This design comes from an exercise in tuning for small area on the open sky130 flow, not from production work.
The RTL was checked by simulation tests, not by an equivalence proof against the original design.
No activity file was given, so power comes from the tool's default toggle rates.

==> design.v <==
module w5300_ctrl
(
   clk,
   reset,
   start,
   init_done,
   s_rx_dv,
   s_rx_data,
   s_rx_addr,
   s_rx_done,
   c_tx_en,
   c_tx_addr,
   c_tx_rd,
   c_tx_data,
   c_tx_error,
   c_tx_done,
   w_rst,
   w_addr,
   w_wdata,
   w_wr,
   w_wr_en,
   w_rd,
   w_rdata,
   w_cs
);
   input          clk;         
   input          reset;       
   input          start;       
   output         init_done;   
   output         s_rx_dv;     
   output [7:0]   s_rx_data;   
   output [13:0]  s_rx_addr;   
   output         s_rx_done;   
   input          c_tx_en;     
   output [13:0]  c_tx_addr;   
   output         c_tx_rd;     
   input  [7:0]   c_tx_data;   
   output         c_tx_error;  
   output         c_tx_done;   
   output         w_rst;       
   output [9:0]   w_addr;      
   output [7:0]   w_wdata;     
   output         w_wr;        
   output         w_wr_en;     
   output         w_rd;        
   input  [7:0]   w_rdata;     
   output         w_cs;        
   localparam [2:0] ST_IIDLE = 3'b000;   
   localparam [2:0] ST_IRST  = 3'b001;   
   localparam [2:0] ST_ISEQ  = 3'b010;   
   localparam [2:0] ST_CLOSE = 3'b100;   
   localparam [2:0] ST_OPEN  = 3'b101;
   localparam [2:0] ST_RECV  = 3'b110;
   localparam [2:0] ST_SEND  = 3'b111;
   reg  [3:0]  tick;
   wire        t_end = tick[3] & tick[0];                  
   wire        t_smp = tick[2] & tick[1] & ~tick[0];       
   wire        t_stb = ~tick[3] & ~(tick[2] & tick[1] & tick[0]);  
   always @(posedge clk) begin
      if (reset | t_end)
         tick <= 4'd0;
      else
         tick <= tick + 4'd1;
   end
   reg  [2:0]  st;
   reg  [15:0] cnt;        
   reg  [15:0] sz;         
   reg  [9:0]  wd;         
   reg  [13:0] rxa;        
   reg  [7:0]  rdat;       
   reg         pls;        
   wire is_iidle = (st == ST_IIDLE);
   wire is_irst  = (st == ST_IRST);
   wire is_iseq  = (st == ST_ISEQ);
   wire is_close = (st == ST_CLOSE);
   wire is_open  = (st == ST_OPEN);
   wire is_recv  = (st == ST_RECV);
   wire is_send  = (st == ST_SEND);
   wire        c_hi0   = (cnt[15:4] == 12'd0);
   wire        c_hi2   = c_hi0 & ~cnt[3] & ~cnt[2];        
   wire        c_eq0   = c_hi2 & ~cnt[1] & ~cnt[0];
   wire        c_eq1   = c_hi2 & ~cnt[1] &  cnt[0];
   wire        c_eq2   = c_hi2 &  cnt[1] & ~cnt[0];
   wire        c_lt3   = c_hi2 & ~(cnt[1] & cnt[0]);
   wire        c_lt2   = c_hi2 & ~cnt[1];
   wire        c_eq7   = c_hi0 & ~cnt[3] & cnt[2] & cnt[1] & cnt[0];
   wire        c_eq8   = c_hi0 &  cnt[3] & ~cnt[2] & ~cnt[1] & ~cnt[0];
   wire        c_gt3   = ~c_hi2;
   wire        c_ge5   = ~c_hi0 | cnt[3] | (cnt[2] & (cnt[1] | cnt[0]));
   wire        c_ge7   = ~c_hi0 | cnt[3] | (cnt[2] & cnt[1] & cnt[0]);
   wire        c_ge9   = ~c_hi0 | (cnt[3] & (cnt[2] | cnt[1] | cnt[0]));
   wire        sz_nz  = (sz != 16'd0);
   wire        c_eqsz = (cnt[15:1] == sz[15:1]) & (cnt[0] == (sz[0] | is_send));
   wire        c_eq9  = c_hi0 & cnt[3] & ~cnt[2] & ~cnt[1] & cnt[0];
   wire        c_max  = &cnt;
   wire        ph_on  = (wd[3:0] != 4'd0);
   wire        ph3    = (wd[3:0] == 4'd3);
   wire        ph4    = (wd[3:0] == 4'd4);
   wire        ph5    = (wd[3:0] == 4'd5);
   wire        ph6    = (wd[3:0] == 4'd6);
   wire        ph7    = (wd[3:0] == 4'd7);
   wire        ph8    = (wd[3:0] == 4'd8);
   wire        r_end  = c_ge9 & c_eqsz;
   wire        r_dv   = c_ge7 & ~r_end;
   wire        s_det  = ~c_lt3 & sz_nz & c_eqsz;
   wire        s_stop = ph_on | (~sz_nz & c_gt3);
   wire        s_chk  = ph3;
   wire        s_end  = ph8;
   wire        wd_hit = wd[9] & wd[8] & wd[7] & wd[6] & wd[5] & wd[3];  
   wire        i_rst_end = cnt[9] & cnt[5] & cnt[2] & cnt[1];     
   always @(posedge clk) begin
      if (reset)
         st <= ST_IIDLE;
      else if (t_end) begin
         case (st)
            ST_IIDLE: st <= ST_IRST;
            ST_IRST:  if (i_rst_end) st <= ST_ISEQ;
            ST_ISEQ:  if (cnt[6] & cnt[5] & cnt[2] & cnt[0]) st <= ST_CLOSE;  
            ST_CLOSE: if (~c_lt2 & start) st <= ST_OPEN;
            ST_OPEN: begin
               if (wd_hit)
                  st <= ST_CLOSE;
               else if (cnt[1]) begin
                  if (c_tx_en)
                     st <= ST_SEND;
                  else if (rdat[2])
                     st <= ST_RECV;
               end
            end
            ST_RECV:  if (r_end) st <= ST_OPEN;
            ST_SEND: begin
               if (s_chk & rdat[1])
                  st <= ST_CLOSE;
               else if (s_end)
                  st <= ST_OPEN;
            end
            default:  st <= ST_IIDLE;
         endcase
      end
   end
   assign init_done = st[2];
   wire        o_go      = c_tx_en | rdat[2];
   wire        cnt_clr   = is_iidle |
                           (is_close & ~c_lt2 & start) |
                           (is_open & (wd_hit | (cnt[0] & (rdat != 8'h22)) | (cnt[1] & o_go))) |
                           (is_send & s_chk & rdat[1]);
   wire        cnt_one   = (is_recv & r_end) | (is_send & s_end);
   wire        cnt_ld    = cnt_clr | cnt_one | (is_irst & i_rst_end);
   wire        cnt_hold  = (is_close & ~c_lt2) | (is_open & cnt[1]);
   wire [15:0] cnt_ldv   = {10'd0, ~cnt_clr & ~cnt_one, 1'b0, ~cnt_clr & ~cnt_one, 1'b0, ~cnt_clr & ~cnt_one, cnt_one};   
   always @(posedge clk) begin
      if (t_end & cnt_ld)
         cnt <= cnt_ldv;
      else
         cnt <= cnt + {15'd0, t_end & ~cnt_hold};
   end
   wire        sz_hi  = (is_recv & c_eq7) | (is_send & c_eq1);
   wire        sz_all = (is_recv & c_eq8) | (is_send & c_eq2);
   wire [15:0] sz_new = {sz[15:8], rdat} + (is_recv ? 16'd9 : {15'd0, rdat[0]});
   always @(posedge clk) begin
      if (t_end & sz_hi)
         sz[15:8] <= rdat;
      if (t_end & sz_all)
         sz <= sz_new;
   end
   wire        wd_clr = is_close | (is_open & (wd_hit | (cnt[1] & c_tx_en))) |
                        (is_send & (s_end | c_max));
   always @(posedge clk) begin
      if (t_end & wd_clr)
         wd <= 10'd0;
      else if (t_end & is_send & s_det)
         wd <= 10'd2;
      else
         wd <= wd + {9'd0, t_end & (is_open | (is_send & ph_on))};
   end
   always @(posedge clk) begin
      if (t_end & is_open)
         rxa <= 14'h3FFF;
      else
         rxa <= rxa + {13'd0, t_end & is_recv & r_dv};
   end
   always @(posedge clk) begin
      if (t_end & is_send)
         rdat <= c_tx_data;
      else if (t_smp & (~is_send | s_chk))
         rdat <= w_rdata;
   end
   always @(posedge clk) begin
      pls <= ~reset & t_end & ((is_recv & (r_dv | r_end)) | (is_send & (s_end | ~s_stop)));
   end
   wire        wd_zero = (wd == 10'd0);
   assign s_rx_dv    = pls & is_recv;
   assign s_rx_data  = rdat;
   assign s_rx_addr  = rxa;
   assign s_rx_done  = pls & is_open & ~wd_zero;
   assign c_tx_rd    = pls & is_send;
   assign c_tx_addr  = cnt[13:0] & {14{~(~sz_nz & c_ge5)}};
   assign c_tx_error = 1'b0;
   assign c_tx_done  = pls & is_open & wd_zero;
   reg  [17:0] rom;
   always @* begin
      case (cnt[5:0])
         6'd0 : rom = {10'h020,     8'h08};    
         6'd1 : rom = {10'h028,     8'h08};    
         6'd2 : rom = {10'h021,     8'h08};    
         6'd3 : rom = {10'h029,     8'h08};    
         6'd4 : rom = {10'h030,   8'h00};    
         6'd5 : rom = {10'h031,   8'hFF};    
         6'd6 : rom = {10'h200,    8'h01};    
         6'd7 : rom = {10'h201,    8'h01|8'h20};    
         6'd8 : rom = {10'h20A, 8'h13};    
         6'd9 : rom = {10'h20B, 8'h14};    
         6'd10: rom = {10'h212,8'h13};    
         6'd11: rom = {10'h213,8'h14};    
         6'd12: rom = {10'h214,  8'd192};    
         6'd13: rom = {10'h215,  8'd168};    
         6'd14: rom = {10'h216,  8'd199};    
         6'd15: rom = {10'h217,  8'd196};    
         6'd16: rom = {10'h204,   8'h00};    
         6'd17: rom = {10'h205,   8'h1F};    
         6'd18: rom = {10'h218,  8'h05};    
         6'd19: rom = {10'h219,  8'hB4};    
         6'd20: rom = {10'h240,    8'h00};    
         6'd21: rom = {10'h241,    8'h02};    
         6'd22: rom = {10'h244,   8'h00};    
         6'd23: rom = {10'h245,   8'h1F};    
         6'd24: rom = {10'h24A, 8'h13};    
         6'd25: rom = {10'h24B, 8'h14};    
         6'd26: rom = {10'h252,8'h13};    
         6'd27: rom = {10'h253,8'h14};    
         6'd28: rom = {10'h254,  8'd192};    
         6'd29: rom = {10'h255,  8'd168};    
         6'd30: rom = {10'h256,  8'd199};    
         6'd31: rom = {10'h257,  8'd196};    
         6'd32: rom = {10'h258,  8'h05};    
         6'd33: rom = {10'h259,  8'hB4};    
         6'd34: rom = {10'h0FE,       8'h00};    
         6'd35: rom = {10'h0FF,       8'h00};    
         6'd36: rom = {10'h000,       8'h00};    
         6'd37: rom = {10'h001,       8'h00};    
         6'd38: rom = 18'd0;
         6'd39: rom = 18'd0;
         6'd40: rom = 18'd0;
         6'd41: rom = 18'd0;
         6'd42: rom = {10'h000,       8'h38};    
         6'd43: rom = {10'h001,       8'h80};    
         6'd44: rom = {10'h004,      8'h00};    
         6'd45: rom = {10'h005,      8'hFF};    
         6'd46: rom = {10'h008,     8'h00};    
         6'd47: rom = {10'h009,     8'h01};    
         6'd48: rom = {10'h00A,     8'h02};    
         6'd49: rom = {10'h00B,     8'h03};    
         6'd50: rom = {10'h00C,     8'h04};    
         6'd51: rom = {10'h00D,     8'h05};    
         6'd52: rom = {10'h010,      8'd192};    
         6'd53: rom = {10'h011,      8'd168};    
         6'd54: rom = {10'h012,      8'd199};    
         6'd55: rom = {10'h013,      8'd1};    
         6'd56: rom = {10'h014,     8'd255};    
         6'd57: rom = {10'h015,     8'd255};    
         6'd58: rom = {10'h016,     8'd255};    
         6'd59: rom = {10'h017,     8'd0};    
         6'd60: rom = {10'h018,     8'd192};    
         6'd61: rom = {10'h019,     8'd168};    
         6'd62: rom = {10'h01A,     8'd199};    
         default: rom = {10'h01B,     8'd110};    
      endcase
   end
   wire        seq_chk = cnt[6] & cnt[5] & (cnt[2] | cnt[1]);    
   reg         wen;        
   reg  [9:0]  addr;
   reg  [7:0]  wdat;
   always @* begin
      wen  = 1'b0;
      addr = rom[17:8];
      wdat = rdat;
      case (st)
         ST_ISEQ: begin
            wen  = ~seq_chk;
            addr = rom[17:8];
            wdat = rom[7:0];
         end
         ST_CLOSE: begin
            wen  = c_lt2;
            addr = ~c_lt2 ? 10'h209 : (cnt[0] ? 10'h243 : 10'h247);
            wdat = cnt[0] ? 8'h10 : 8'h1F;
         end
         ST_OPEN: begin
            wen  = ~cnt[0] & ~cnt[1];
            addr = cnt[0] ? 10'h249 : (cnt[1] ? 10'h247 : 10'h243);
            wdat = 8'h01;
         end
         ST_RECV: begin
            wen  = c_eq0 | (r_end & ~c_eq9);
            addr = c_eq0 ? 10'h247 :
                   ((r_end & ~c_eq9) ? 10'h243 :
                   (cnt[0] ? 10'h270 : 10'h271));
            wdat = c_eq0 ? 8'h04 : 8'h40;
         end
         ST_SEND: begin
            wen  = ~(c_lt3 | s_chk);
            addr = c_eq0 ? 10'h265 :
                   (c_eq1 ? 10'h266 :
                   (c_eq2 ? 10'h267 :
                   ((ph3 | ph4) ? 10'h247 :
                   (ph5 ? 10'h261 :
                   (ph6 ? 10'h262 :
                   (ph7 ? 10'h263 :
                   (ph8 ? 10'h243 :
                   (cnt[0] ? 10'h26E : 10'h26F))))))));
            wdat = ph4 ? 8'h10 :
                   (ph5 ? 8'h00 :
                   (ph6 ? sz[15:8] :
                   (ph7 ? sz[7:0] :
                   (ph8 ? 8'h21 : rdat))));
         end
         default: ;
      endcase
   end
   wire        bus_on = st[2] | st[1];    
   assign w_rst   = is_irst & (cnt[9:0] < 10'd50);
   assign w_addr  = addr;
   assign w_wdata = wdat;
   assign w_wr_en = wen;
   assign w_cs    = bus_on & t_stb;
   assign w_wr    = w_cs & wen;
   assign w_rd    = w_cs & ~wen;
endmodule
==> flow/run.sh <==
#!/bin/bash
# Layout flow: the standard synthesis, then the combinational logic between the
# registers re-mapped for area by ABC (registers, their names and cell types untouched;
# eight ABC runs with different seeds, four at a time, the smallest kept), then the standard ORFS layout
# with the smallest buffer (buf_1) on every port and a clock tree of clkbuf_8.
set -euo pipefail
here=$(pwd)
R=$here/orfs/results/sky130hd/w5300_ctrl/base
LIB=$FLOW_HOME/platforms/sky130hd/lib/sky130_fd_sc_hd__tt_025C_1v80.lib
export BUFFER_PORTS_ARGS="-buffer_cell sky130_fd_sc_hd__buf_1"
# clock tree of clkbuf_8 only, without dummy loads
export CTS_ARGS="-sink_clustering_enable -repair_clock_nets -dont_use_dummy_load -buf_list sky130_fd_sc_hd__clkbuf_8 -sink_clustering_size 40 -sink_clustering_max_diameter 200"

bash standard.sh synth > synth.log 2>&1

cp $R/1_2_yosys.v $here/std_synth.v
for n in 1 2 3 4 5 6 7 8; do
  sed "s/@SEED@/$n/" $here/flow/area.abc > $here/area_$n.abc
  cat > $here/resyn_$n.ys <<EOT
read_liberty -ignore_miss_func -ignore_miss_dir -ignore_miss_data_latch $LIB
blackbox sky130_fd_sc_hd__*df* sky130_fd_sc_hd__*dl* sky130_fd_sc_hd__sdf* sky130_fd_sc_hd__conb_1
read_verilog $here/std_synth.v
hierarchy -top $FLOW_TOP
flatten
read_liberty -lib -overwrite -ignore_miss_dir $LIB
opt -purge
abc -liberty $LIB -dont_use sky130_fd_sc_hd__lpflow_bleeder_1 -dont_use sky130_fd_sc_hd__lpflow_clkbufkapwr_1 -dont_use sky130_fd_sc_hd__lpflow_clkbufkapwr_16 -dont_use sky130_fd_sc_hd__lpflow_clkbufkapwr_2 -dont_use sky130_fd_sc_hd__lpflow_clkbufkapwr_4 -dont_use sky130_fd_sc_hd__lpflow_clkbufkapwr_8 -dont_use sky130_fd_sc_hd__lpflow_clkinvkapwr_1 -dont_use sky130_fd_sc_hd__lpflow_clkinvkapwr_16 -dont_use sky130_fd_sc_hd__lpflow_clkinvkapwr_2 -dont_use sky130_fd_sc_hd__lpflow_clkinvkapwr_4 -dont_use sky130_fd_sc_hd__lpflow_clkinvkapwr_8 -dont_use sky130_fd_sc_hd__lpflow_decapkapwr_12 -dont_use sky130_fd_sc_hd__lpflow_decapkapwr_3 -dont_use sky130_fd_sc_hd__lpflow_decapkapwr_4 -dont_use sky130_fd_sc_hd__lpflow_decapkapwr_6 -dont_use sky130_fd_sc_hd__lpflow_decapkapwr_8 -dont_use sky130_fd_sc_hd__lpflow_inputiso0n_1 -dont_use sky130_fd_sc_hd__lpflow_inputiso0p_1 -dont_use sky130_fd_sc_hd__lpflow_inputiso1n_1 -dont_use sky130_fd_sc_hd__lpflow_inputiso1p_1 -dont_use sky130_fd_sc_hd__lpflow_inputisolatch_1 -dont_use sky130_fd_sc_hd__lpflow_isobufsrc_1 -dont_use sky130_fd_sc_hd__lpflow_isobufsrc_16 -dont_use sky130_fd_sc_hd__lpflow_isobufsrc_2 -dont_use sky130_fd_sc_hd__lpflow_isobufsrc_4 -dont_use sky130_fd_sc_hd__lpflow_isobufsrc_8 -dont_use sky130_fd_sc_hd__lpflow_isobufsrckapwr_16 -dont_use sky130_fd_sc_hd__lpflow_lsbuf_lh_hl_isowell_tap_1 -dont_use sky130_fd_sc_hd__lpflow_lsbuf_lh_hl_isowell_tap_2 -dont_use sky130_fd_sc_hd__lpflow_lsbuf_lh_hl_isowell_tap_4 -dont_use sky130_fd_sc_hd__lpflow_lsbuf_lh_isowell_4 -dont_use sky130_fd_sc_hd__lpflow_lsbuf_lh_isowell_tap_1 -dont_use sky130_fd_sc_hd__lpflow_lsbuf_lh_isowell_tap_2 -dont_use sky130_fd_sc_hd__lpflow_lsbuf_lh_isowell_tap_4 -dont_use sky130_fd_sc_hd__probe_p_8 -dont_use sky130_fd_sc_hd__probec_p_8  -script $here/area_$n.abc
opt_clean -purge
hilomap -singleton -hicell sky130_fd_sc_hd__conb_1 HI -locell sky130_fd_sc_hd__conb_1 LO
splitnets
opt_clean -purge
select -set ports i:* o:*
rename -hide w:* @ports %d
tee -o $here/area_$n.txt stat -liberty $LIB
check -assert -mapped
write_verilog -noattr -nohex -nodec $here/cand_$n.v
EOT
  yosys -s $here/resyn_$n.ys > resyn_$n.log 2>&1 &
  if (( n % 4 == 0 )); then wait; fi
done
wait
best=""; bestarea=""
for n in 1 2 3 4 5 6 7 8; do
  if [[ -f $here/cand_$n.v ]]; then
    a=$(awk '/Chip area/ {print $NF}' $here/area_$n.txt)
    echo "seed $n: $a" >> resyn_pick.log
    if [[ -z "$best" ]] || awk -v a="$a" -v b="$bestarea" 'BEGIN{exit !(a<b)}'; then best=$n; bestarea=$a; fi
  fi
done
echo "kept seed $best ($bestarea)" >> resyn_pick.log
cp $here/cand_$best.v $R/1_2_yosys.v

bash standard.sh finish > finish.log 2>&1
==> flow/area.abc <==
strash
&get -n
&deepsyn -T 60 -S @SEED@
&put
dch -f
amap
topo
==> standard.sh <==
#!/bin/bash
# synth_recipe.tcl (not shown) runs the flow's synth.tcl, then flattens the netlist and writes it again
# the make line also repeats each setting of config.mk as NAME=value (left out here)
make -C /OpenROAD-flow-scripts/flow DESIGN_CONFIG=/design/flow/config.mk WORK_HOME=/design/flow/orfs CLKGATE_MAP_FILE= SYNTH_SCRIPT=/design/flow/synth_recipe.tcl "${@:-finish}"
==> config.mk <==
export PLATFORM = sky130hd
export DESIGN_NAME = w5300_ctrl
export DESIGN_NICKNAME = w5300_ctrl
export VERILOG_FILES = /design/flow/design.v
export SDC_FILE = /design/flow/constraint.sdc
export NUM_CORES = 4
export LEC_CHECK = 0
export CAP_MARGIN = 20
export CORE_MARGIN = 2
export CORE_UTILIZATION = 55
export SLEW_MARGIN = 20
==> constraint.sdc <==
create_clock -name core_clock -period 10.0 [get_ports {clk}]
set_input_delay 2.0000 -clock core_clock [delete_from_list [all_inputs] [get_ports {clk}]]
set_output_delay 2.0000 -clock core_clock [all_outputs]
set_load 0.01 [all_outputs]
==> notes.md, run 1 <==
----------------------------------------------------
[Setup path]
  Biggest fanout along the worst timing path ... 17
  Crit path DAT ... 4.47 ns
  Startpoint type of the worst setup path ... flip-flop
  Setup Crit Path Kind ... flip-flop to output port
  R2R depth ... 21
  Crit end category ... output port
  Required time of the critical path ... 8.00 ns

[Timing]
  Final-report max-slew violation count ... 0
  Transition time of the tightest slew-check pin ... 0.809 ns
  Finish-stage setup viols ... 0
  Setup ws final ... 3.53 ns
  Hold Violations, Final ... 0
  RSZ-0062 raised after global routing ... false
  Setup_tns ... 0 ns
  Period minus WS final ... 6.47 ns
  Slew HR ... 46.1%
  Worst clock skew ... 0.0359 ns
  Upper clock frequency limit ... 155 MHz
  Period utilization ... 64.7%

[Clock network]
  Clock-pin transition on the worst setup and hold timing paths ... 0.06 ns
  Post-CTS setup buffers ... 0
  Number of sinks handled by clock tree synthesis ... 72
  Total of hold buffers inserted after clock tree synthesis ... 0
  Clock Tree Buf Depth ... 2
  Worst-skew pair later-pin latency ... 0.37 ns
  Library cell used as clock root buffer ... sky130_fd_sc_hd__clkbuf_8
  Total number of H-tree levels ... 3
  CTS tree ... yes
  Total CTS buffers ... 9
  PostCTS Resize Cnt ... 0

[Die]
  Starting density of the core ... 57.3%
  Area of the die ... 8830 sq um
  Boundary pin count ... 85
  Row cnt ... 32
  Die Y ... 94.0 um
  Floorplan die width ... 94.0 um
  Placeable core region ... 7770 sq um

[Place]
  HPWL after detailed placement ... 12500 um
  Total of buffers placed on input and output ports ... 82
  Post-placement setup slack ... 3.82 ns
  Global placer's final weighted congestion ... 1.07
  Number of placed instances with taps included ... 814

[Flow run]
  Max Cap Violations ... 0

[Min path]
  Cell depth of the worst hold path ... 1
  Class of the tightest hold or removal check ... flip-flop to flip-flop

[GRT]
  Overall overflow remaining after global route ... 0
  Number of antenna violations at the first check in global routing ... 0
  Vias in the first global route ... 4944
  Pin count of the biggest net entering global routing ... 19
  Global-route wire length before repair ... 25500 um
  Global-route usage over all layers ... 37.4%

[Layout]
  Net count, final ... 743
  Non-Filler Instances ... 823
  N_diodes ... 0
  Fraction of layout cells with a size suffix above 1 ... 1.66%
  Fillers ... 734
  Layout overhead on the synthesized area ... 13.2%

[Logic synthesis]
  Yosys synthesis warning count ... 1
  Synthesized cell area ... 4450 sq um
  Mean instance size in the synthesized netlist ... 7.11 sq um
  Gate count of the mapped netlist ... 626

[Drt]
  Remaining routing DRC violations ... 0
  DRC marker count from the first detailed-route iteration ... 763
  Vias per cell ... 6.59
  Number of nets still failing antenna checks after routing ... 0
  Per-cell routed wire length ... 19.8 um
  Pre-Repair DR Iteration Count ... 9
  Routed vias ... 5422
  Wire length after detailed routing ... 16300 um

[Pwr]
  Lkg Pwr ... 1.76 nW
  Peak VDD IR ... 0.000115 V
  Power per unit of standard cell area ... 111 nW/um^2

[Run status]
  Status ... no timing/DRC/antenna violations

----------------------------------------------------
[through the flow]
stage                     util (%)  total power [W]  hold slack, ns  cell area [sq um]
after floorplan                  -         0.000358           0.437               4460
after global placement        63.3         0.000382           0.448               4910
after detailed placement      63.3         0.000382           0.456               4910
after CTS                     64.9         0.000555           0.472               5040
after global routing          64.9         0.000576           0.502               5040
final                         64.9         0.000559           0.468               5040
[final cells by class]
type / instances / area, sq um / area share (%)
Timing Repair Buffer: 85 / 330 / 6.56
Inverter: 81 / 304 / 6.03
Multi-Input combinational cell: 474 / 2470 / 49.0
Clock buffer: 9 / 124 / 2.46
Tap cell: 102 / 128 / 2.53
Sequential cell: 72 / 1680 / 33.4
[worst paths after layout]
path	from	to	slack, ns
setup reg to reg	cnt[5]$_DFF_P_	wd[8]$_SDFF_PP0_	3.64
hold reg to reg	tick[0]$_SDFF_PP0_	tick[0]$_SDFF_PP0_	0.47
hold / removal	tick[0]$_SDFF_PP0_	tick[0]$_SDFF_PP0_	0.47
setup / recovery	cnt[1]$_DFF_P_	w_wdata[2]	3.53
[registers in the layout, indices dropped and copies added (netlist names)]
register	cells
rxa	14
wd	10
tick	4
sz	16
st	3
pls	1
rdat	8
cnt	16
[worst max-delay path, cell delays in order, from the launching register on]
cell                        delay [ns]
sky130_fd_sc_hd__dfxtp_1          0.60
sky130_fd_sc_hd__clkinv_1         0.58
sky130_fd_sc_hd__nor3_1           0.42
sky130_fd_sc_hd__a2111oi_0        0.16
sky130_fd_sc_hd__o21a_1           0.18
sky130_fd_sc_hd__o21ai_0          0.52
sky130_fd_sc_hd__nor2_1           0.11
sky130_fd_sc_hd__or4_1            0.46
sky130_fd_sc_hd__or2_0            0.23
sky130_fd_sc_hd__o311ai_0         0.31
sky130_fd_sc_hd__nand3_1          0.17
sky130_fd_sc_hd__o21ai_0          0.20
sky130_fd_sc_hd__buf_1            0.19
[report_power, final]
part,total [W],internal (W),switching (W)
Clock,0.000180,0.0000804,0.0000998
Sequential,0.000317,0.000305,0.0000118
Combinational,0.0000614,0.0000191,0.0000423
[cell usage in the layout (no fill, tap or decap), types with 2 or more instances in the layout]
cell type and instances:
sky130_fd_sc_hd__buf_4 3, sky130_fd_sc_hd__nor2_1 159, sky130_fd_sc_hd__buf_1 82, sky130_fd_sc_hd__o22a_1 13, sky130_fd_sc_hd__a31oi_1 3, sky130_fd_sc_hd__nor4_1 11
sky130_fd_sc_hd__a222oi_1 3, sky130_fd_sc_hd__clkbuf_8 9, sky130_fd_sc_hd__a22oi_1 4, sky130_fd_sc_hd__and2_0 3, sky130_fd_sc_hd__nand4_1 10, sky130_fd_sc_hd__a311oi_1 4
sky130_fd_sc_hd__nand2_1 44, sky130_fd_sc_hd__nand3_1 11, sky130_fd_sc_hd__a221oi_1 3, sky130_fd_sc_hd__or2_0 5, sky130_fd_sc_hd__a21o_1 2, sky130_fd_sc_hd__o21ai_0 47
sky130_fd_sc_hd__a2111oi_0 3, sky130_fd_sc_hd__conb_1 2, sky130_fd_sc_hd__a21oi_1 20, sky130_fd_sc_hd__edfxtp_1 24, sky130_fd_sc_hd__a211oi_1 15, sky130_fd_sc_hd__o211ai_1 2
sky130_fd_sc_hd__o221ai_1 4, sky130_fd_sc_hd__o21a_1 8, sky130_fd_sc_hd__dfxtp_1 48, sky130_fd_sc_hd__and3_1 15, sky130_fd_sc_hd__or4_1 4, sky130_fd_sc_hd__o311ai_0 3
sky130_fd_sc_hd__or3_1 4, sky130_fd_sc_hd__nor3_1 32, sky130_fd_sc_hd__o22ai_1 28, sky130_fd_sc_hd__clkinv_1 81
[layer usage]
layer	vias up	GRT usage, %	part of all wire (%)	wire length, um
met1	2448	50.2	40	6420
li1	2467	-	-	-
met2	435	56.5	44	7120
met5	-	0	0	0
met4	0	17.3	4.4	715
met3	72	9.71	12	2010
==> run 2: changes to the inputs <==
--- a/design.v
+++ b/design.v
@@ -72,5 +72,4 @@
    wire is_iidle = (st == ST_IIDLE);
    wire is_irst  = (st == ST_IRST);
-   wire is_iseq  = (st == ST_ISEQ);
    wire is_close = (st == ST_CLOSE);
    wire is_open  = (st == ST_OPEN);
@@ -103,5 +102,5 @@
    wire        r_end  = c_ge9 & c_eqsz;
    wire        r_dv   = c_ge7 & ~r_end;
-   wire        s_det  = ~c_lt3 & sz_nz & c_eqsz;
+   wire        s_det  = ~c_lt3 & c_eqsz;       
    wire        s_stop = ph_on | (~sz_nz & c_gt3);
    wire        s_chk  = ph3;
--- a/flow/run.sh
+++ b/flow/run.sh
@@ -2,5 +2,5 @@
 # Layout flow: the standard synthesis, then the combinational logic between the
 # registers re-mapped for area by ABC (registers, their names and cell types untouched;
-# eight ABC runs with different seeds, four at a time, the smallest kept), then the standard ORFS layout
+# twelve ABC runs with different seeds, four at a time, the smallest kept), then the standard ORFS layout
 # with the smallest buffer (buf_1) on every port and a clock tree of clkbuf_8.
 set -euo pipefail
@@ -15,5 +15,5 @@
 
 cp $R/1_2_yosys.v $here/std_synth.v
-for n in 1 2 3 4 5 6 7 8; do
+for n in 1 2 3 4 5 6 7 8 9 10 11 12; do
   sed "s/@SEED@/$n/" $here/flow/area.abc > $here/area_$n.abc
   cat > $here/resyn_$n.ys <<EOT
@@ -41,5 +41,5 @@
 wait
 best=""; bestarea=""
-for n in 1 2 3 4 5 6 7 8; do
+for n in 1 2 3 4 5 6 7 8 9 10 11 12; do
   if [[ -f $here/cand_$n.v ]]; then
     a=$(awk '/Chip area/ {print $NF}' $here/area_$n.txt)
==> flow/area.abc (replaced) <==
strash
&get -n
&deepsyn -T 90 -S @SEED@
&put
dch -f
amap
topo
==> run 2 against run 1 <==
Worst setup slack gained 0.25 ns. Critical path depth grew 2. Global-route usage shrank 0.50 points. Hold slack gained 0.0016 ns. Sequential power grew 1%. Still clean. Clock power grew 2%. Highest routed layer unchanged. Largest cell class unchanged. Final area shrank 0.40%. Via count grew 0.83%.
==> notes.md, run 2 <==
----------------------------------------------------
[Run status]
  Status ... no timing/DRC/antenna violations

[Setup path]
  Number of buffers and inverters on the critical path ... 3 (+1)
  R2R Path Start ... cnt[4]$_SDFF_PP0_
  Startpoint type of the worst setup path ... flip-flop
  Crit path DAT ... 4.22 ns (-0.25 ns)
  Cell with the largest stage delay on the worst path ... sky130_fd_sc_hd__or4_1
  Biggest fanout along the worst timing path ... 13 (-4)
  Crit end category ... output port
  Start point of the critical path ... cnt[4]$_SDFF_PP0_
  Required time of the critical path ... 8.00 ns (about the same)
  Top delay family on crit path ... simple AND/OR/NAND/NOR gates
  Maximum cell stage delay along the critical path ... 0.51 ns (-0.09 ns)
  Cell type with the highest occurrence count on the critical path ... sky130_fd_sc_hd__nor2_1
  Series of cell instances along the critical path ... clkinv_1 > nand2_1 > or4_1 > or4_1 > or3_1 > nor2_1 > clkinv_1 > nor2_1 > nor2_1 > nand2_1 > nor3b_1 > nor4_1 > nor3_1 > buf_1
  Setup Crit Path Kind ... flip-flop to output port

[Drt]
  Pre-Repair DR Iteration Count ... 11 (+2)
  DRC marker count from the first detailed-route iteration ... 774 (+1.4%)
  Remaining routing DRC violations ... 0 (unchanged)
  Routed vias ... 5467 (+0.83%)
  Vias per cell ... 6.56 (-0.38%)
  Number of nets still failing antenna checks after routing ... 0 (unchanged)
  Wire length after detailed routing ... 16100 um (-0.98%)
  Per-cell routed wire length ... 19.3 um (-2.2%)

[Pwr]
  Proportion of power drawn by the clock network ... 31.3% (-1.0 points)
  Lkg Pwr ... 1.72 nW (-2.4%)
  Comb pwr share ... 14.2% (+3.2 points)
  Reg power frac ... 54.5% (-2.3 points)
  Net switching share of the total power ... 30.1% (+2.6 points)
  Peak VDD IR ... 0.0000900 V (-21%)
  Internal power of the cells ... 0.000412 W (+1.7%)
  Power per unit of standard cell area ... 117 nW/um^2 (+5.9%)
  Net switching power of the design ... 0.000178 W (+15%)

[Die]
  Die Y ... 93.9 um (about the same)
  Floorplan die width ... 93.9 um (about the same)
  Placeable core region ... 7770 sq um (unchanged)
  Starting density of the core ... 57.3% (about the same)
  Boundary pin count ... 85 (unchanged)
  Area of the die ... 8820 sq um (about the same)
  Row cnt ... 32 (unchanged)

[Layout]
  Layout overhead on the synthesized area ... 12.8%
  N_diodes ... 0 (unchanged)
  Utilization after layout ... 64.6% (-0.26 points)
  Net count, final ... 753 (+1.3%)
  Most common library cell in the layout ignoring fill and taps ... sky130_fd_sc_hd__nor2_1
  Biggest regs ... cnt x16, sz x16, rxa x14
  Commonest non-fill, non-tap cells in the layout ... sky130_fd_sc_hd__nor2_1, sky130_fd_sc_hd__clkinv_1, sky130_fd_sc_hd__buf_1
  Fraction of layout cells with a size suffix above 1 ... 1.37% (-0.30 points)
  Non-Filler Instances ... 833 (+1.2%)

[Min path]
  Class of the tightest hold or removal check ... flip-flop to flip-flop
  Hold path startpoint ... tick[1]$_SDFF_PP0_

[Timing]
  Slew HR ... 26.7% (-19 points)
  Upper clock frequency limit ... 161 MHz (+4.0%)
  Final-report max-slew violation count ... 0 (unchanged)
  Setup_tns ... 0 ns (unchanged)
  Worst clock skew ... 0.0252 ns (-0.0107 ns)
  Hold Violations, Final ... 0 (unchanged)
  Transition time of the tightest slew-check pin ... 1.09 ns (+0.286 ns)
  Period minus WS final ... 6.22 ns (-0.248 ns)
  Finish-stage setup viols ... 0 (unchanged)
  RSZ-0062 raised after global routing ... false
  Period utilization ... 62.2% (-2.5 points)

[GRT]
  Global-route usage over all layers ... 36.9% (-0.50 points)
  Overall overflow remaining after global route ... 0 (unchanged)
  Number of antenna violations at the first check in global routing ... 0 (unchanged)
  Pin count of the biggest net entering global routing ... 21 (+2)
  Vias in the first global route ... 5056 (+2.3%)
  Global-route wire length before repair ... 25200 um (-1.0%)

[Clock network]
  Clock Tree Buf Depth ... 2 (unchanged)
  PostCTS Resize Cnt ... 0 (unchanged)
  Total number of H-tree levels ... 3 (unchanged)
  Number of sinks handled by clock tree synthesis ... 72 (unchanged)
  CTS tree ... yes
  Total CTS buffers ... 9 (unchanged)
  Total of hold buffers inserted after clock tree synthesis ... 0 (unchanged)
  Worst-skew pair later-pin latency ... 0.36 ns (about the same)
  Library cell used as clock root buffer ... sky130_fd_sc_hd__clkbuf_8
  Clock-pin transition on the worst setup and hold timing paths ... 0.07 ns (about the same)
  Post-CTS setup buffers ... 0 (unchanged)

[Logic synthesis]
  Yosys synthesis warning count ... 1 (unchanged)
  Mean instance size in the synthesized netlist ... 6.97 sq um (-2.0%)
  Synthesized cell area ... 4450 sq um (about the same)
  Gate count of the mapped netlist ... 638 (+1.9%)

[Place]
  Total of buffers placed on input and output ports ... 82 (unchanged)
  Number of placed instances with taps included ... 824 (+1.2%)
  Global placer's final weighted congestion ... 1.04 (-3.1%)
  HPWL after detailed placement ... 12400 um (-0.67%)

[Flow run]
  Max Cap Violations ... 0 (unchanged)

----------------------------------------------------
==> run 2: per-stage QoR <==
| stage | hold WS, ns | power (W) | instance area (sq um) | setup WS, ns |
|---|---|---|---|---|
| after global routing | 0.502 | 0.000603 | 5020 | 3.50 |
| after CTS | 0.475 | 0.000580 | 5020 | 3.88 |
| after detailed placement | 0.463 | 0.000406 | 4890 | 4.15 |
| after floorplan | 0.441 | 0.000376 | 4450 | 4.85 |
| after global placement | 0.453 | 0.000408 | 4890 | 4.39 |
| final | 0.470 | 0.000589 | 5020 | 3.78 |
==> run 2: layer usage <==
layer  wire length [um]  global-route usage (%)  part of all wire (%)  vias to the layer above
met1               6330                    48.6                    39                     2488
met5                  0                       0                     0                        -
li1                   -                       -                     -                     2478
met4                842                    17.6                   5.2                        0
met2               7020                    57.4                    44                      408
met3               1920                    8.27                    12                       93
==> run 2: power groups by stage <==
stage,Combinational (W),Clock (W),Sequential [W]
final,0.0000836,0.000184,0.000321
after global placement,0.0000818,0,0.000326
after floorplan,0.0000552,0,0.000321
after global routing,0.0000916,0.000190,0.000322
after CTS,0.0000808,0.000180,0.000320
after detailed placement,0.0000803,0,0.000326
==> run 2: final timing paths <==
path                                      endpoint  slack (ns)  depth (start not counted)
worst max-delay path                     w_addr[0]        3.78                         14
worst min register to register  tick[1]$_SDFF_PP0_        0.47                          2
worst min-delay path            tick[1]$_SDFF_PP0_        0.47                          2
worst max register to register    wd[8]$_SDFF_PP0_        3.95                         20
==> run 2: worst min-delay path, stage by stage, from the launching register on <==
cell and delay [ns]:
sky130_fd_sc_hd__dfxtp_1 0.30, sky130_fd_sc_hd__clkinv_1 0.06, sky130_fd_sc_hd__a211oi_1 0.06
==> run 2: final cells by class <==
cell class	instances	area [sq um]
Fill cell	692	2750
Timing Repair Buffer	83	315
Multi-Input combinational cell	476	2430
Inverter	91	342
Tap cell	102	128
Clock buffer	9	124
Sequential cell	72	1680
==> run 3: changes to the inputs <==
--- a/design.v
+++ b/design.v
@@ -86,5 +86,4 @@
    wire        c_eq8   = c_hi0 &  cnt[3] & ~cnt[2] & ~cnt[1] & ~cnt[0];
    wire        c_gt3   = ~c_hi2;
-   wire        c_ge5   = ~c_hi0 | cnt[3] | (cnt[2] & (cnt[1] | cnt[0]));
    wire        c_ge7   = ~c_hi0 | cnt[3] | (cnt[2] & cnt[1] & cnt[0]);
    wire        c_ge9   = ~c_hi0 | (cnt[3] & (cnt[2] | cnt[1] | cnt[0]));
@@ -174,8 +173,8 @@
    end
    always @(posedge clk) begin
-      if (t_end & is_open)
-         rxa <= 14'h3FFF;
+      if (t_end & (is_open | (is_send & s_stop)))
+         rxa <= 14'd0;
       else
-         rxa <= rxa + {13'd0, t_end & is_recv & r_dv};
+         rxa <= rxa + {13'd0, (t_end & is_send) | (pls & is_recv)};
    end
    always @(posedge clk) begin
@@ -194,5 +193,5 @@
    assign s_rx_done  = pls & is_open & ~wd_zero;
    assign c_tx_rd    = pls & is_send;
-   assign c_tx_addr  = cnt[13:0] & {14{~(~sz_nz & c_ge5)}};
+   assign c_tx_addr  = rxa;
    assign c_tx_error = 1'b0;
    assign c_tx_done  = pls & is_open & wd_zero;
==> run 3 against run 2 <==
Still clean on timing, DRC and antenna. Sequential power is essentially flat. Worst setup slack worse by 0.13 ns. Sequential cell count stayed put. Total power fell by 1.3%. Critical path depth stayed put. Area after synthesis decreased by 1.8%. First-iteration DRC count shrank 36%. Die area decreased by 1.7%. Count of clock-buffer cells in the layout unchanged. Non-clock buffer count up 1. Register-to-register slack improved by 0.03 ns. Largest power group unchanged. Highest routed layer unchanged.
==> notes.md, run 3 <==
----------------------------------------------------
[Setup path]
  Setup Crit Path Kind ... flip-flop to output port
  Required time of the critical path ... 8.00 ns (about the same)
  R2R Path Start ... cnt[3]$_DFF_P_
  Cell with the largest stage delay on the worst path ... sky130_fd_sc_hd__dfxtp_1
  Number of buffers and inverters on the critical path ... 3 (unchanged)
  Start point of the critical path ... cnt[1]$_DFF_P_
  Biggest fanout along the worst timing path ... 13 (unchanged)
  Crit path DAT ... 4.35 ns (+0.13 ns)
  Startpoint type of the worst setup path ... flip-flop
  Stages on the worst setup path ... 14 (unchanged)
  R2R depth ... 22 (+10%)
  Maximum cell stage delay along the critical path ... 0.71 ns (+0.20 ns)
  Series of cell instances along the critical path ... clkinv_1 > nor2_1 > clkinv_1 > nor2_1 > nor2_1 > a221oi_1 > o311a_1 > nor2_1 > nand2_1 > nand2_1 > a21o_1 > nor4b_1 > a211oi_1 > buf_1
  Cell type with the highest occurrence count on the critical path ... sky130_fd_sc_hd__nor2_1
  Crit end category ... output port
  Top delay family on crit path ... simple AND/OR/NAND/NOR gates

[Timing]
  Setup_tns ... 0 ns (unchanged)
  Period utilization ... 63.5% (+1.3 points)
  Transition time of the tightest slew-check pin ... 0.923 ns (-0.172 ns)
  Period minus WS final ... 6.35 ns (+0.130 ns)
  Hold Violations, Final ... 0 (unchanged)
  RSZ-0062 raised after global routing ... false
  Upper clock frequency limit ... 157 MHz (-2.0%)
  Worst clock skew ... 0.0322 ns (+0.00698 ns)
  Finish-stage setup viols ... 0 (unchanged)
  Final-report max-slew violation count ... 0 (unchanged)
  Slew HR ... 38.2% (+12 points)

[Layout]
  Fillers ... 670 (-3.2%)
  Most common library cell in the layout ignoring fill and taps ... sky130_fd_sc_hd__nor2_1
  N_diodes ... 0 (unchanged)
  Layout overhead on the synthesized area ... 13.2%
  Combined area of the multi-input logic cells ... 2390 sq um (-1.7%)
  Commonest non-fill, non-tap cells in the layout ... sky130_fd_sc_hd__nor2_1, sky130_fd_sc_hd__buf_1, sky130_fd_sc_hd__clkinv_1
  Register cell area after layout ... 1680 sq um (unchanged)
  Fraction of layout cells with a size suffix above 1 ... 1.58% (+0.21 points)
  Net count, final ... 719 (-4.5%)
  Biggest regs ... cnt x16, sz x16, rxa x14

[Drt]
  Vias per cell ... 6.56 (about the same)
  Pre-Repair DR Iteration Count ... 6 (-5)
  Routed vias ... 5244 (-4.1%)
  DRC marker count from the first detailed-route iteration ... 496 (-36%)
  Number of nets still failing antenna checks after routing ... 0 (unchanged)
  Remaining routing DRC violations ... 0 (unchanged)
  Per-cell routed wire length ... 19.9 um (+3.0%)
  Wire length after detailed routing ... 15900 um (-1.2%)

[GRT]
  Met2 usage in global routing ... 61.7% (+4.2 points)
  Pin count of the biggest net entering global routing ... 25 (+19%)
  Global-route usage over all layers ... 37.2% (+0.26 points)
  Vias in the first global route ... 4877 (-3.5%)
  Number of antenna violations at the first check in global routing ... 0 (unchanged)
  Overall overflow remaining after global route ... 0 (unchanged)
  Global-route wire length before repair ... 25100 um (-0.71%)
  Most congested layer reported by global routing ... met2
  Global Route met1 Usage ... 47.5% (-1.2 points)
  Met3 Track Usage GR ... 7.41% (-0.85 points)

[Clock network]
  Library cell used as clock root buffer ... sky130_fd_sc_hd__clkbuf_8
  Total number of H-tree levels ... 3 (unchanged)
  Total of hold buffers inserted after clock tree synthesis ... 0 (unchanged)
  Post-CTS setup buffers ... 0 (unchanged)
  Clock Tree Buf Depth ... 2 (unchanged)
  Number of sinks handled by clock tree synthesis ... 72 (unchanged)
  Worst-skew pair later-pin latency ... 0.36 ns (about the same)
  CTS tree ... yes
  PostCTS Resize Cnt ... 0 (unchanged)
  Clock-pin transition on the worst setup and hold timing paths ... 0.06 ns (about the same)
  Total CTS buffers ... 9 (unchanged)

[Flow run]
  Max Cap Violations ... 0 (unchanged)

[Min path]
  Hold path startpoint ... tick[2]$_SDFF_PP0_
  Cell depth of the worst hold path ... 2 (unchanged)
  Class of the tightest hold or removal check ... flip-flop to flip-flop

[Die]
  Area of the die ... 8670 sq um (-1.7%)
  Placeable core region ... 7730 sq um (-0.52%)
  Boundary pin count ... 85 (unchanged)
  Starting density of the core ... 56.5% (-0.72 points)
  Row cnt ... 32 (unchanged)
  Floorplan die width ... 93.1 um (-0.85%)
  Die Y ... 93.1 um (-0.85%)

[Logic synthesis]
  Gate count of the mapped netlist ... 603 (-5.5%)
  Yosys synthesis warning count ... 1 (unchanged)
  Mean instance size in the synthesized netlist ... 7.25 sq um (+3.9%)
  Synthesized cell area ... 4370 sq um (-1.8%)

[Place]
  Total of buffers placed on input and output ports ... 82 (unchanged)
  Global placer's final weighted congestion ... 1.05 (+1.2%)
  HPWL after detailed placement ... 12300 um (-1.4%)

[Run status]
  Status ... no timing/DRC/antenna violations

[Pwr]
  Lkg Pwr ... 1.64 nW (-4.2%)
  Peak VDD IR ... 0.0000861 V (-4.4%)
  Sum of internal, switching and leakage power ... 0.000582 W (-1.3%)
  Power per unit of standard cell area ... 118 nW/um^2 (+0.16%)

----------------------------------------------------
-- run 3: final cells by class --
| type | count | area share (%) |
|---|---|---|
| Timing Repair Buffer | 84 | 6.53 |
| Tap cell | 102 | 2.58 |
| Sequential cell | 72 | 34.0 |
| Clock buffer | 9 | 2.50 |
| Inverter | 81 | 6.15 |
| Multi-Input combinational cell | 451 | 48.3 |
-- run 3: routing by layer --
metal	part of all wire [%]	up-vias	routed length, um
li1	-	2382	-
met1	38	2390	6040
met2	46	385	7380
met3	11	87	1740
met4	4.7	0	741
met5	0	-	0
-- run 3: worst paths after layout --
| path | end | slack [ns] |
|---|---|---|
| worst min register to register | tick[2]$_SDFF_PP0_ | 0.48 |
| worst min-delay path | tick[2]$_SDFF_PP0_ | 0.48 |
| worst max register to register | wd[0]$_SDFF_PP0_ | 3.98 |
| worst max-delay path | w_wdata[2] | 3.65 |
-- run 3: through the flow --
step           worst slack, ns  cell area, sq um  cells  hold WS, ns  utilization [%]
2_1_floorplan             5.33              4370    604        0.419                -
3_3_place_gp              4.26              4820    790        0.435             62.4
3_5_place_dp              4.25              4820    790        0.477             62.4
4_1_cts                   3.87              4950    799        0.487             64.0
5_1_grt                   3.42              4950    799        0.500             64.0
6_report                  3.65              4950    799        0.481             64.0
-- run 3: power breakdown --
part	leakage (nW)	switching, W	internal, W
Sequential	0.607	0.0000139	0.000306
Combinational	0.972	0.0000566	0.0000247
Clock	0.0647	0.000100	0.0000803
Total	1.64	0.000171	0.000411
-- run 3: worst min-delay path, delay by kind of cell (launching register included) --
kind | cells | cell delay, ns
flops | 1 | 0.30
compound gates | 1 | 0.06
buf+inv | 1 | 0.06
==> run 4: changes to the inputs <==
--- a/design.v
+++ b/design.v
@@ -155,9 +155,29 @@
    wire        sz_hi  = (is_recv & c_eq7) | (is_send & c_eq1);
    wire        sz_all = (is_recv & c_eq8) | (is_send & c_eq2);
-   wire [15:0] sz_new = {sz[15:8], rdat} + (is_recv ? 16'd9 : {15'd0, rdat[0]});
+   wire [15:0] sz_sh  = {sz[7:0], rdat};
+   wire        k0     = sz_all & (is_recv | rdat[0]);
+   wire        k3     = sz_all & is_recv;
+   wire [16:0] sz_c;
+   wire [15:0] sz_new;
+   assign sz_c[0] = 1'b0;
+   genvar gi;
+   generate
+      for (gi = 0; gi < 16; gi = gi + 1) begin : g_szadd
+         if (gi == 0) begin : g_b0
+            assign sz_new[gi]  = sz_sh[gi] ^ k0;
+            assign sz_c[gi+1]  = sz_sh[gi] & k0;
+         end
+         else if (gi == 3) begin : g_b3
+            assign sz_new[gi]  = sz_sh[gi] ^ k3 ^ sz_c[gi];
+            assign sz_c[gi+1]  = (sz_sh[gi] & k3) | (sz_sh[gi] & sz_c[gi]) | (k3 & sz_c[gi]);
+         end
+         else begin : g_bn
+            assign sz_new[gi]  = sz_sh[gi] ^ sz_c[gi];
+            assign sz_c[gi+1]  = sz_sh[gi] & sz_c[gi];
+         end
+      end
+   endgenerate
    always @(posedge clk) begin
-      if (t_end & sz_hi)
-         sz[15:8] <= rdat;
-      if (t_end & sz_all)
+      if (t_end & (sz_hi | sz_all))
          sz <= sz_new;
    end
==> run 4 against run 3 <==
Wire length fell by 5.8%. Combinational power grew 8.6%. Largest cell class unchanged. Sequential share of layout area increased by 0.18 points. Clock skew shrank 0.0028 ns. Synthesized cell count is 0.50% higher. Area after synthesis fell by 0.60%. Utilization about the same. Sequential power about the same. Count of clock-buffer cells in the layout unchanged. Global-route usage down 2.3 points. Total power is 1.1% higher. Die area down 0.58%. Largest power group unchanged. Critical endpoint is now w_wr.
==> notes.md, run 4 <==
----------------------------------------------------
[Run status]
  Status ... no timing/DRC/antenna violations

[Setup path]
  Crit end category ... output port
  Biggest fanout along the worst timing path ... 14 (+1)
  Capturing point of the worst reg2reg path ... wd[8]$_SDFF_PP0_
  Setup Crit Path Kind ... flip-flop to output port
  R2r setup slk ... 3.82 ns (-0.16 ns)
  Startpoint type of the worst setup path ... flip-flop
  Crit path capture ... w_wr
  Stages on the worst setup path ... 13 (-1)
  Series of cell instances along the critical path ... nor2_1 > clkinv_1 > or4_1 > or4_1 > nor3_1 > nor2_1 > o21ai_0 > nor2_1 > nor2_1 > or3_1 > o2111ai_1 > and3_1 > buf_1
  Start point of the critical path ... cnt[4]$_SDFF_PP0_
  Crit path DAT ... 4.32 ns (-0.03 ns)
  Top delay family on crit path ... simple AND/OR/NAND/NOR gates
  Cell type with the highest occurrence count on the critical path ... sky130_fd_sc_hd__nor2_1
  R2R depth ... 28 (+27%)
  Maximum cell stage delay along the critical path ... 0.61 ns (-0.10 ns)
  Number of buffers and inverters on the critical path ... 2 (-1)
  Cell with the largest stage delay on the worst path ... sky130_fd_sc_hd__o21ai_0
  Required time of the critical path ... 8.00 ns (about the same)
  R2R Path Start ... cnt[4]$_SDFF_PP0_

[Clock network]
  Clock Tree Buf Depth ... 2 (unchanged)
  PostCTS Resize Cnt ... 0 (unchanged)
  Clock-pin transition on the worst setup and hold timing paths ... 0.06 ns (about the same)
  Total CTS buffers ... 9 (unchanged)
  Total number of H-tree levels ... 3 (unchanged)
  Number of sinks handled by clock tree synthesis ... 72 (unchanged)
  Total of hold buffers inserted after clock tree synthesis ... 0 (unchanged)
  Library cell used as clock root buffer ... sky130_fd_sc_hd__clkbuf_8
  Worst-skew pair later-pin latency ... 0.36 ns (about the same)
  Post-CTS setup buffers ... 0 (unchanged)
  CTS tree ... yes

[GRT]
  Global-route usage over all layers ... 34.9% (-2.3 points)
  Number of antenna violations at the first check in global routing ... 0 (unchanged)
  Vias in the first global route ... 4635 (-5.0%)
  Global-route wire length before repair ... 23400 um (-6.7%)
  Overall overflow remaining after global route ... 0 (unchanged)
  Pin count of the biggest net entering global routing ... 18 (-28%)

[Logic synthesis]
  Mean instance size in the synthesized netlist ... 7.17 sq um (-1.1%)
  Synthesized cell area ... 4340 sq um (-0.60%)
  Gate count of the mapped netlist ... 606 (+0.50%)
  Yosys synthesis warning count ... 1 (unchanged)

[Die]
  Die Y ... 92.9 um (-0.29%)
  Row cnt ... 32 (unchanged)
  Boundary pin count ... 85 (unchanged)
  Starting density of the core ... 56.5% (about the same)
  Area of the die ... 8620 sq um (-0.58%)
  Floorplan die width ... 92.9 um (-0.29%)
  Placeable core region ... 7690 sq um (-0.52%)

[Timing]
  Period minus WS final ... 6.32 ns (-0.0312 ns)
  Upper clock frequency limit ... 158 MHz (+0.49%)
  Setup_tns ... 0 ns (unchanged)
  Period utilization ... 63.2% (-0.31 points)
  Hold Violations, Final ... 0 (unchanged)
  Finish-stage setup viols ... 0 (unchanged)
  Worst clock skew ... 0.0294 ns (-0.00279 ns)
  Transition time of the tightest slew-check pin ... 1.10 ns (+0.175 ns)
  Slew HR ... 24.9% (-13 points)
  RSZ-0062 raised after global routing ... false
  Final-report max-slew violation count ... 0 (unchanged)

[Place]
  Global placer's final weighted congestion ... 1.02 (-3.0%)
  HPWL after detailed placement ... 11400 um (-7.1%)
  Total of buffers placed on input and output ports ... 82 (unchanged)

[Pwr]
  Proportion of power drawn by the clock network ... 31.1% (about the same)
  Lkg Pwr ... 1.63 nW (-0.85%)
  Power per unit of standard cell area ... 120 nW/um^2 (+1.6%)
  Reg power frac ... 53.9% (-1.1 points)
  Sum of internal, switching and leakage power ... 0.000588 W (+1.1%)
  Net switching share of the total power ... 29.6% (+0.30 points)
  Peak VDD IR ... 0.0000834 V (-3.1%)
  Comb pwr share ... 15.0% (+1.0 points)
  Net switching power of the design ... 0.000174 W (+2.1%)
  Internal power of the cells ... 0.000414 W (+0.66%)

[Drt]
  Per-cell routed wire length ... 18.7 um (-6.1%)
  Pre-Repair DR Iteration Count ... 5 (-1)
  Remaining routing DRC violations ... 0 (unchanged)
  DRC marker count from the first detailed-route iteration ... 545 (+9.9%)
  Number of nets still failing antenna checks after routing ... 0 (unchanged)
  Routed vias ... 5075 (-3.2%)
  Wire length after detailed routing ... 15000 um (-5.8%)
  Vias per cell ... 6.33 (-3.6%)

[Layout]
  Fillers ... 691 (+3.1%)
  Commonest non-fill, non-tap cells in the layout ... sky130_fd_sc_hd__nor2_1, sky130_fd_sc_hd__clkinv_1, sky130_fd_sc_hd__buf_1
  Layout overhead on the synthesized area ... 13.3% (about the same)
  Net count, final ... 722 (+0.42%)
  Biggest regs ... cnt x16, sz x16, rxa x14
  N_diodes ... 0 (unchanged)
  Most common library cell in the layout ignoring fill and taps ... sky130_fd_sc_hd__nor2_1
  Fraction of layout cells with a size suffix above 1 ... 1.57% (-0.0068 points)

[Flow run]
  Max Cap Violations ... 0 (unchanged)

[Min path]
  Class of the tightest hold or removal check ... flip-flop to flip-flop

----------------------------------------------------
run 4: worst reg2reg max path, delay by kind of cell, from the launching register on:
| kind | cells | cell delay (ns) |
|---|---|---|
| AO/OA/AOI/OAI | 2 | 0.30 |
| AND/OR/NAND/NOR | 20 | 4.48 |
| flip-flops | 1 | 0.47 |
| buffers and inverters | 6 | 0.81 |
run 4: area by class of cell:
class                      count  area, sq um  area share, %
timing repair buffer          84          323           6.56
sequential                    72         1680           34.2
clock buffer                   9          124           2.52
multi-input combinational    449         2340           47.6
tap                          102          128           2.59
inverter                      86          323           6.56
run 4: how the worst min path moves through the flow:
stage | startpoint | to | slack (ns) | cells past startpoint
after floorplan | tick[2]$_SDFF_PP0_ | tick[2]$_SDFF_PP0_ | 0.43 | 2
after global placement | tick[2]$_SDFF_PP0_ | tick[2]$_SDFF_PP0_ | 0.45 | 2
after detailed placement | tick[1]$_SDFF_PP0_ | tick[1]$_SDFF_PP0_ | 0.47 | 2
after CTS | tick[1]$_SDFF_PP0_ | tick[1]$_SDFF_PP0_ | 0.48 | 2
after global routing | tick[3]$_SDFF_PP0_ | tick[2]$_SDFF_PP0_ | 0.49 | 1
final | tick[1]$_SDFF_PP0_ | tick[1]$_SDFF_PP0_ | 0.48 | 2
run 4: routing by layer:
metal | wire length, um | GRT usage (%)
met5 | 0 | 0
met2 | 6770 | 54.6
met4 | 804 | 19.1
met1 | 5820 | 45.5
met3 | 1580 | 6.67
run 4: power by group through the flow:
stage / Clock (W) / Sequential (W) / Combinational, W
final: 0.000183 / 0.000317 / 0.0000883
after global routing: 0.000191 / 0.000318 / 0.0000938
after CTS: 0.000182 / 0.000317 / 0.0000839
after detailed placement: 0 / 0.000323 / 0.0000836
after global placement: 0 / 0.000323 / 0.0000848
after floorplan: 0 / 0.000327 / 0.0000468
run 4: through the flow:
stage	utilization (%)	instances	cell area, sq um	hold WS [ns]	setup slack [ns]
2_1_floorplan	-	607	4350	0.435	4.74
3_3_place_gp	62.4	793	4800	0.446	4.16
3_5_place_dp	62.4	793	4800	0.468	4.05
4_1_cts	64.0	802	4920	0.478	3.80
5_1_grt	64.0	802	4920	0.491	3.23
6_report	64.0	802	4920	0.476	3.68
==> run 5: changes to the inputs <==
--- a/design.v
+++ b/design.v
@@ -92,11 +92,11 @@
    wire        c_eq9  = c_hi0 & cnt[3] & ~cnt[2] & ~cnt[1] & cnt[0];
    wire        c_max  = &cnt;
-   wire        ph_on  = (wd[3:0] != 4'd0);
-   wire        ph3    = (wd[3:0] == 4'd3);
-   wire        ph4    = (wd[3:0] == 4'd4);
-   wire        ph5    = (wd[3:0] == 4'd5);
-   wire        ph6    = (wd[3:0] == 4'd6);
-   wire        ph7    = (wd[3:0] == 4'd7);
-   wire        ph8    = (wd[3:0] == 4'd8);
+   wire        ph_on  = (wd[4:0] != 5'd0);
+   wire        ph3    = wd[3] & ~wd[2] & wd[0];                 
+   wire        ph4    = wd[3] & wd[2] & ~wd[1] & ~wd[0];        
+   wire        ph5    = wd[3] & wd[2] & ~wd[1] &  wd[0];        
+   wire        ph6    = wd[3] & wd[2] &  wd[1] & ~wd[0];        
+   wire        ph7    = wd[3] & wd[2] &  wd[1] &  wd[0];        
+   wire        ph8    = wd[4];                                  
    wire        r_end  = c_ge9 & c_eqsz;
    wire        r_dv   = c_ge7 & ~r_end;
@@ -188,5 +188,5 @@
          wd <= 10'd0;
       else if (t_end & is_send & s_det)
-         wd <= 10'd2;
+         wd <= 10'd10;
       else
          wd <= wd + {9'd0, t_end & (is_open | (is_send & ph_on))};
==> run 5 against run 4 <==
Sequential share of layout area up 0.061 points. Sequential cell count unchanged. Die area shrank 0.19%. Clock power is essentially flat. Largest power group unchanged. Sequential power up 8.8%. Register-to-register slack lost 0.26 ns. Critical path type unchanged.
==> notes.md, run 5 <==
----------------------------------------------------
[Layout]
  Layout overhead on the synthesized area ... 13.3% (about the same)
  Fraction of layout cells with a size suffix above 1 ... 1.59% (+0.023 points)
  Register cell area after layout ... 1680 sq um (unchanged)
  N_diodes ... 0 (unchanged)
  Biggest regs ... cnt x16, sz x16, rxa x14
  Commonest non-fill, non-tap cells in the layout ... sky130_fd_sc_hd__nor2_1, sky130_fd_sc_hd__buf_1, sky130_fd_sc_hd__clkinv_1
  Utilization after layout ... 63.9% (-0.11 points)
  Combined area of the multi-input logic cells ... 2360 sq um (+0.91%)
  Non-Filler Instances ... 792 (-1.2%)
  Most common library cell in the layout ignoring fill and taps ... sky130_fd_sc_hd__nor2_1
  Fillers ... 703 (+1.7%)
  Net count, final ... 712 (-1.4%)

[Timing]
  Final-report max-slew violation count ... 0 (unchanged)
  Finish-stage setup viols ... 0 (unchanged)
  Period utilization ... 64.6% (+1.4 points)
  RSZ-0062 raised after global routing ... false
  Transition time of the tightest slew-check pin ... 0.801 ns (-0.297 ns)
  Slew HR ... 45.3% (+20 points)
  Upper clock frequency limit ... 155 MHz (-2.2%)
  Worst clock skew ... 0.0223 ns (-0.00710 ns)
  Hold Violations, Final ... 0 (unchanged)
  Period minus WS final ... 6.46 ns (+0.140 ns)
  Setup_tns ... 0 ns (unchanged)

[Die]
  Boundary pin count ... 85 (unchanged)
  Area of the die ... 8610 sq um (-0.19%)
  Floorplan die width ... 92.8 um (about the same)
  Starting density of the core ... 56.4% (-0.11 points)
  Die Y ... 92.8 um (about the same)
  Placeable core region ... 7690 sq um (unchanged)
  Row cnt ... 32 (unchanged)

[Clock network]
  Total number of H-tree levels ... 3 (unchanged)
  PostCTS Resize Cnt ... 0 (unchanged)
  Total of hold buffers inserted after clock tree synthesis ... 0 (unchanged)
  Total CTS buffers ... 9 (unchanged)
  Number of sinks handled by clock tree synthesis ... 72 (unchanged)
  Worst-skew pair later-pin latency ... 0.36 ns (about the same)
  Clock-pin transition on the worst setup and hold timing paths ... 0.07 ns (about the same)
  CTS tree ... yes
  Clock Tree Buf Depth ... 2 (unchanged)
  Library cell used as clock root buffer ... sky130_fd_sc_hd__clkbuf_8
  Post-CTS setup buffers ... 0 (unchanged)

[Pwr]
  Peak VDD IR ... 0.0000923 V (+11%)
  Lkg Pwr ... 1.63 nW (about the same)
  Power per unit of standard cell area ... 140 nW/um^2 (+17%)
  Sum of internal, switching and leakage power ... 0.000686 W (+17%)

[GRT]
  Met3 Track Usage GR ... 8.30% (+1.6 points)
  Global Route met1 Usage ... 46.3% (+0.83 points)
  Most congested layer reported by global routing ... met2
  Global-route wire length before repair ... 23900 um (+2.4%)
  Global-route usage over all layers ... 35.4% (+0.50 points)
  Vias in the first global route ... 4629 (-0.13%)
  Pin count of the biggest net entering global routing ... 17 (-1)
  Met2 usage in global routing ... 55.9% (+1.3 points)
  Overall overflow remaining after global route ... 0 (unchanged)
  Number of antenna violations at the first check in global routing ... 0 (unchanged)

[Setup path]
  Crit path DAT ... 4.46 ns (+0.14 ns)
  Series of cell instances along the critical path ... clkinv_1 > a221oi_1 > o2111ai_1 > a2111oi_0 > o2111ai_1 > nor3_1 > clkinv_1 > o211ai_1 > nor3b_1 > a2111oi_0 > nor2_1 > buf_1
  Cell with the largest stage delay on the worst path ... sky130_fd_sc_hd__dfxtp_1
  Startpoint type of the worst setup path ... flip-flop
  Setup Crit Path Kind ... flip-flop to output port
  Required time of the critical path ... 8.00 ns (about the same)
  Maximum cell stage delay along the critical path ... 0.73 ns (+0.12 ns)
  Crit end category ... output port
  Biggest fanout along the worst timing path ... 16 (+2)

[Drt]
  Routed vias ... 5101 (+0.51%)
  Remaining routing DRC violations ... 0 (unchanged)
  Pre-Repair DR Iteration Count ... 7 (+2)
  Per-cell routed wire length ... 19.1 um (+2.2%)
  Wire length after detailed routing ... 15100 um (+0.93%)
  Number of nets still failing antenna checks after routing ... 0 (unchanged)
  Vias per cell ... 6.44 (+1.8%)
  DRC marker count from the first detailed-route iteration ... 598 (+9.7%)

[Min path]
  Class of the tightest hold or removal check ... flip-flop to flip-flop

[Place]
  HPWL after detailed placement ... 11800 um (+3.6%)
  Total of buffers placed on input and output ports ... 82 (unchanged)
  Number of placed instances with taps included ... 783 (-1.3%)
  Global placer's final weighted congestion ... 1.00 (-1.3%)

[Logic synthesis]
  Yosys synthesis warning count ... 1 (unchanged)
  Gate count of the mapped netlist ... 597 (-1.5%)
  Mean instance size in the synthesized netlist ... 7.26 sq um (+1.3%)
  Synthesized cell area ... 4330 sq um (-0.20%)

[Flow run]
  Max Cap Violations ... 0 (unchanged)

[Run status]
  Status ... no timing/DRC/antenna violations

----------------------------------------------------
## run 5: area by class of cell
type,instances,area share (%)
tap,102,2.60
inverter,80,6.11
timing repair buffer,83,6.42
clock buffer,9,2.52
multi-input combinational,446,48.1
sequential,72,34.2
## run 5: worst max-delay path, delay by kind of cell (launching register included)
| kind | cells | cell delay (ns) |
|---|---|---|
| buffers and inverters | 3 | 0.87 |
| AND/OR/NAND/NOR | 3 | 0.85 |
| AO/OA/AOI/OAI | 6 | 1.69 |
| flip-flops | 1 | 0.73 |
## run 5: where the power goes
part	total, W	switching [W]	internal, W	leakage, nW
clock network	0.000181	0.000101	0.0000804	0.0647
logic	0.000160	0.000108	0.0000515	0.956
registers	0.000345	0.0000304	0.000315	0.608
## run 5: routing by layer
metal / vias to the layer above / routed length, um
li1: 2353 / -
met1: 2310 / 6120
met3: 74 / 1600
met5: - / 0
met4: 0 / 757
met2: 364 / 6650
## run 5: final timing paths
| path | startpoint | endpoint | slack [ns] | cells after the start |
|---|---|---|---|---|
| max | cnt[1]$_DFF_P_ | w_wr | 3.54 | 12 |
| min | tick[0]$_SDFF_PP0_ | tick[0]$_SDFF_PP0_ | 0.48 | 1 |
| max reg2reg | cnt[5]$_DFF_P_ | sz[15]$_DFFE_PP_ | 3.56 | 33 |
| min reg2reg | tick[0]$_SDFF_PP0_ | tick[0]$_SDFF_PP0_ | 0.48 | 1 |
## run 5: stage by stage
stage	area, sq um	worst slack, ns	hold slack (ns)
after floorplan	4340	4.78	0.437
after global placement	4790	4.02	0.454
after CTS	4910	3.72	0.486
after detailed placement	4790	3.78	0.467
after global routing	4910	2.88	0.510
final	4910	3.54	0.484

## static timing again, ports no longer ideal
In the flow no input, the clock included, has a driving cell. The finished layouts below were timed again as built, in two steps.
Step 1: set_driving_cell puts a clkbuf_16 on clk and a buf_2 on each other input, an assumption about the parent block.
Step 2 times the ports against the registers' clock, not the clock port: input delays grow and output delays shrink by t, the midpoint of the rising clock arrivals with the driver on.
Three values: no drivers, after step 1, after step 2; two values: the first two.
run	shift t [ns]	setup slack, ns	hold WS [ns]	worst setup path at the end	worst register clock-pin slew, ns
run 1	0.386	3.530 / 3.494 / 3.636	0.468 / 0.468 / 0.468	register to register	0.10 / 0.10
run 2	0.384	3.778 / 3.744 / 3.952	0.470 / 0.470 / 0.470	register to register	0.09 / 0.09
run 3	0.376	3.648 / 3.612 / 3.983	0.481 / 0.481 / 0.481	register to register	0.09 / 0.09
run 4	0.378	3.679 / 3.644 / 3.823	0.476 / 0.476 / 0.476	register to register	0.09 / 0.09
run 5	0.379	3.539 / 3.506 / 3.561	0.484 / 0.484 / 0.484	register to register	0.09 / 0.09
After both steps setup and hold are still met in every run listed.
